This is an optimization exercise on Yosys and OpenROAD, whose aim is small area, not a production implementation. RTL that was checked went through simulation tests only; none was proved equivalent to the original.

==> job 1348: inputs <==
==> flow/design.v (excerpt) <==
module mini_fir #(
    parameter NUM = 1
)(
    input        clk,
    input        rst_n,
    input  [3:0] i_addr,
    input  [7:0] i_data_wr,
    input        i_wr,
    input        i_rd,
    output [7:0] o_data_rd,
    input  [7:0] i_din,
    output reg [7:0] o_dout
);
make LEC_CHECK=0 ABC_AREA=1 CAP_MARGIN=20 CORE_MARGIN=2 CORE_UTILIZATION=65 GPL_TIMING_DRIVEN=0 SLEW_MARGIN=20 SYNTH_HIERARCHICAL=1 finish   # period 5.5 ns
run.sh (not shown) runs the stock make flow with config.mk's settings and CLKGATE_MAP_FILE= SYNTH_SCRIPT=/design/flow/synth_recipe.tcl, a recipe that flattens the netlist after the stock synthesis.
==> job 9409 (differences from job 1348) <==
--- a/flow/design.v
+++ b/flow/design.v
@@ -1,11 +1,9 @@
 module mini_fir_mac (
     input [7:0] i_c0, input [7:0] i_c1, input [7:0] i_c2, input [7:0] i_c3, input [7:0] i_c4, input [7:0] i_c5, input [7:0] i_c6,
     input [7:0] i_x0, input [7:0] i_x1, input [7:0] i_x2, input [7:0] i_x3, input [7:0] i_x4, input [7:0] i_x5, input [7:0] i_x6,
-    output [9:0] o_a_n,
-    output [9:0] o_b_n,
-    output o_c_n
+    output [10:0] o_sum
 );
 wire p0_0_0, p0_0_1, p0_0_2, p0_0_3, p0_0_4, p0_0_5, p0_0_6, p0_0_7, p0_1_0, p0_1_1, p0_1_2, p0_1_3;
 wire p0_1_4, p0_1_5, p0_1_6, p0_1_7, p0_2_0, p0_2_1, p0_2_2, p0_2_3, p0_2_4, p0_2_5, p0_2_6, p0_2_7;
 wire p0_3_0, p0_3_1, p0_3_2, p0_3_3, p0_3_4, p0_3_5, p0_3_6, p0_3_7, p0_4_0, p0_4_1, p0_4_2, p0_4_3;
 wire p0_4_4, p0_4_5, p0_4_6, p0_4_7, p0_5_0, p0_5_1, p0_5_2, p0_5_3, p0_5_4, p0_5_5, p0_5_6, p0_5_7;
@@ -111,12 +109,14 @@
 wire fs380, fc380, hs14, hc14, fs381, fc381, fs382, fc382, fs383, fc383, fs384, fc384;
 wire fs385, fc385, fs386, fc386, fs387, fc387, fs388, fc388, fs389, fc389, fs390, fc390;
 wire fs391, fc391, fs392, fc392, fs393, fc393, fs394, fc394, fs395, fc395, hs15, hc15;
 wire hs16, hc16, fs396, fc396, fs397, fc397, fs398, fc398, fs399, fc399, fs400, fc400;
 wire fs401, fc401, fs402, fc402, fs403, fc403, fs404, fc404, fs405, fc405, fs406, fc406;
-wire fs407, fc407, fs408, fc408, fs409, fc409, fs410, fc410, fs411, fc411, mc0, mc1;
-wire mc2, mc3, mc4, mc5, mc6, mc7;
+wire fs407, fc407, fs408, fc408, fs409, fc409, fs410, fc410, fs411, fc411, mh17, mc412;
+wire mc413, mc414, mc415, mc416, mc417, mc418, fs419, fc419, fs420, fc420, fs421, fc421;
+wire fs422, fc422, fs423, fc423, fs424, fc424, fs425, fc425, fs426, fc426, fs427, fc427;
+wire fs428, fc428;
 assign p0_0_0 = ~(i_c0[0] & i_x0[0]);
 assign p0_0_1 = ~(i_c0[0] & i_x0[1]);
 assign p0_0_2 = ~(i_c0[0] & i_x0[2]);
 assign p0_0_3 = ~(i_c0[0] & i_x0[3]);
 assign p0_0_4 = ~(i_c0[0] & i_x0[4]);
@@ -990,38 +990,29 @@
 mini_fir_fa u_fa407 (.a(fs374), .b(fc391), .c(fs392), .s(fs407), .co(fc407));
 mini_fir_fa u_fa408 (.a(fs376), .b(fc392), .c(fs393), .s(fs408), .co(fc408));
 mini_fir_fa u_fa409 (.a(fc376), .b(fs394), .c(fc393), .s(fs409), .co(fc409));
 mini_fir_fa u_fa410 (.a(fs380), .b(fc394), .c(fs395), .s(fs410), .co(fc410));
 mini_fir_fa u_fa411 (.a(hs15), .b(fc380), .c(fc395), .s(fs411), .co(fc411));
-assign mc0 = hs16 | fs351;
-assign mc1 = (hc16 & fs396) | (mc0 & (hc16 | fs396));
-assign mc2 = (fc396 & fs397) | (mc1 & (fc396 | fs397));
-assign mc3 = (fc397 & fs398) | (mc2 & (fc397 | fs398));
-assign mc4 = (fc398 & fs399) | (mc3 & (fc398 | fs399));
-assign mc5 = (fc399 & fs400) | (mc4 & (fc399 | fs400));
-assign mc6 = (fc400 & fs401) | (mc5 & (fc400 | fs401));
-assign mc7 = (fc401 & fs402) | (mc6 & (fc401 | fs402));
-assign o_a_n = {fc411, fc410, fc409, fc408, fc407, fc406, fc405, fc404, fc403, fc402};
-assign o_b_n = {hc15, fs411, fs410, fs409, fs408, fs407, fs406, fs405, fs404, fs403};
-assign o_c_n = mc7;
-endmodule
-module mini_fir_cpa (
-    input  [9:0] i_a_n,
-    input  [9:0] i_b_n,
-    input         i_c_n,
-    output [10:0] o_sum
-);
-wire [10:0] c_n;
-wire [9:0] s_n;
-assign c_n[0] = i_c_n;
-genvar i;
-generate
-    for (i = 0; i < 10; i = i + 1) begin : g_rip
-        mini_fir_fa u_fa (.a(i_a_n[i]), .b(i_b_n[i]), .c(c_n[i]), .s(s_n[i]), .co(c_n[i+1]));
-    end
-endgenerate
-assign o_sum = ~{c_n[10], s_n};
+assign mh17 = hs16 | fs351;
+assign mc412 = (hc16 & fs396) | (mh17 & (hc16 | fs396));
+assign mc413 = (fc396 & fs397) | (mc412 & (fc396 | fs397));
+assign mc414 = (fc397 & fs398) | (mc413 & (fc397 | fs398));
+assign mc415 = (fc398 & fs399) | (mc414 & (fc398 | fs399));
+assign mc416 = (fc399 & fs400) | (mc415 & (fc399 | fs400));
+assign mc417 = (fc400 & fs401) | (mc416 & (fc400 | fs401));
+assign mc418 = (fc401 & fs402) | (mc417 & (fc401 | fs402));
+mini_fir_fa u_fa419 (.a(fc402), .b(fs403), .c(mc418), .s(fs419), .co(fc419));
+mini_fir_fa u_fa420 (.a(fc403), .b(fs404), .c(fc419), .s(fs420), .co(fc420));
+mini_fir_fa u_fa421 (.a(fc404), .b(fs405), .c(fc420), .s(fs421), .co(fc421));
+mini_fir_fa u_fa422 (.a(fc405), .b(fs406), .c(fc421), .s(fs422), .co(fc422));
+mini_fir_fa u_fa423 (.a(fc406), .b(fs407), .c(fc422), .s(fs423), .co(fc423));
+mini_fir_fa u_fa424 (.a(fc407), .b(fs408), .c(fc423), .s(fs424), .co(fc424));
+mini_fir_fa u_fa425 (.a(fc408), .b(fs409), .c(fc424), .s(fs425), .co(fc425));
+mini_fir_fa u_fa426 (.a(fc409), .b(fs410), .c(fc425), .s(fs426), .co(fc426));
+mini_fir_fa u_fa427 (.a(fc410), .b(fs411), .c(fc426), .s(fs427), .co(fc427));
+mini_fir_fa u_fa428 (.a(fc411), .b(hc15), .c(fc427), .s(fs428), .co(fc428));
+assign o_sum = ~{fc428, fs428, fs427, fs426, fs425, fs424, fs423, fs422, fs421, fs420, fs419};
 endmodule
 module mini_fir_fa (input a, input b, input c, output s, output co);
 assign s  = a ^ b ^ c;
 assign co = (a & b) | (c & (a ^ b));
 endmodule
@@ -1037,34 +1028,25 @@
     input  [7:0] i_coeff_03,
     input  [7:0] i_coeff_04,
     input  [7:0] i_coeff_05,
     input  [7:0] i_coeff_06,
     input  [7:0] i_din,
-    output [7:0] o_dout
+    output reg [7:0] o_dout
 );
 reg [55:0] x_d;
 always @(posedge clk)
     x_d <= {x_d[47:0], i_din};
-wire [9:0] a_n, b_n;
-wire       c_n;
+wire [10:0] sum;
 mini_fir_mac u_mac (
     .i_c0(i_coeff_00), .i_c1(i_coeff_01), .i_c2(i_coeff_02), .i_c3(i_coeff_03),
     .i_c4(i_coeff_04), .i_c5(i_coeff_05), .i_c6(i_coeff_06),
     .i_x0(x_d[55:48]), .i_x1(x_d[47:40]), .i_x2(x_d[39:32]), .i_x3(x_d[31:24]),
     .i_x4(x_d[23:16]), .i_x5(x_d[15:8]), .i_x6(x_d[7:0]),
-    .o_a_n(a_n), .o_b_n(b_n), .o_c_n(c_n)
+    .o_sum(sum)
 );
-reg [9:0] sa_n, sb_n;
-reg       sc_n;
-always @(posedge clk) begin
-    sa_n <= a_n;
-    sb_n <= b_n;
-    sc_n <= c_n;
-end
-wire [10:0] sum;
-mini_fir_cpa u_cpa (.i_a_n(sa_n), .i_b_n(sb_n), .i_c_n(sc_n), .o_sum(sum));
-assign o_dout = (|sum[10:8]) ? 8'hff : sum[7:0];
+always @(posedge clk)
+    o_dout <= (|sum[10:8]) ? 8'hff : sum[7:0];
 endmodule
 module mini_fir_ctrl (
     input        clk,
     input        rst_n,
     input  [3:0] i_addr,
--- a/flow/config.mk
+++ b/flow/config.mk
@@ -6,9 +6,8 @@
 export NUM_CORES = 4
 export LEC_CHECK = 0
 export ABC_AREA = 1
 export CAP_MARGIN = 20
 export CORE_MARGIN = 2
-export CORE_UTILIZATION = 65
-export GPL_TIMING_DRIVEN = 0
+export CORE_UTILIZATION = 40
 export SLEW_MARGIN = 20
 export SYNTH_HIERARCHICAL = 1
==> job 6831 (differences from job 1348) <==
--- a/flow/config.mk
+++ b/flow/config.mk
@@ -6,9 +6,8 @@
 export NUM_CORES = 4
 export LEC_CHECK = 0
 export ABC_AREA = 1
 export CAP_MARGIN = 20
 export CORE_MARGIN = 2
-export CORE_UTILIZATION = 65
-export GPL_TIMING_DRIVEN = 0
+export CORE_UTILIZATION = 40
 export SLEW_MARGIN = 20
 export SYNTH_HIERARCHICAL = 1
==> summary.txt <==
Run status
  • Status: timing/DRC/antenna clean

Logic synthesis
  • Post-Syn Area per Cell: roughly 10 µm²

Route
  • Metal-1 WL: between 20000 and 25000 µm
  • Top Layer Used: met5

GRT
  • Met3 Use GR: 5.43%

Floorplan
  • Placeable Area: around 40000 µm²
[end of results for job 6831]
==> summary.txt <==
Route
  • Metal-1 WL: 17300 µm
  • Initial drt markers: 1411
  • Top Layer Used: met4

Clock tree
  • Post-CTS setup buffer count: 0

Critical path
  • Worst r2r path cells: 14

Run status
  • Status: timing/DRC/antenna clean

GRT
  • Met3 Use GR: 10.6%
  • Grt ovf: 0

Floorplan
  • Placeable Area: 24400 µm²

Logic synthesis
  • Post-Syn Area per Cell: 10.0 µm²
[end of results for job 1348]
==> summary.txt <==
Run status
  • Status: complete, but fails checks
  • Blocking Checks: negative setup slack

Layout
  • Fraction of area in multi-input gates: roughly 64%
  • Max FFs per register: 56

Logic synthesis
  • Post-Syn Area per Cell: 9.98 µm²
  • Area share of the largest cell type after synthesis: around 53%

Timing
  • Setup-failing EPs final: 8
  • Final worst slack: -3.25 ns

GRT
  • Met3 Use GR: 4.80%

Route
  • Metal-1 WL: just over 20000 µm

Clock tree
  • Max clock buf depth: 2

Floorplan
  • Placeable Area: just under 40000 µm²
[end of results for job 9409]
No functional check of the RTL was part of job 9409.

[afterwards: timing with drivers on the ports]
No port has a modelled driver above. Below, the same layouts with a new extraction and two added sets of constraints.
Step 1: set_driving_cell puts a clkbuf_16 on clk and a buf_2 on each other input, an assumption about the parent block.
Step 2 also shifts input and output timing later by t, the mid clock arrival at the registers, as if the neighbouring blocks saw the same clock.
Three values: ideal ports, drivers, drivers and shift; two values: the first two.
run	t (ns)	setup slack, ns	worst setup path after step 2
job 1348	0.494	0.083 / 0.083 / 0.083	register to register
job 9409	0.502	-3.253 / -3.253 / -3.253	register to register
job 6831	0.480	0.296 / 0.296 / 0.296	register to register
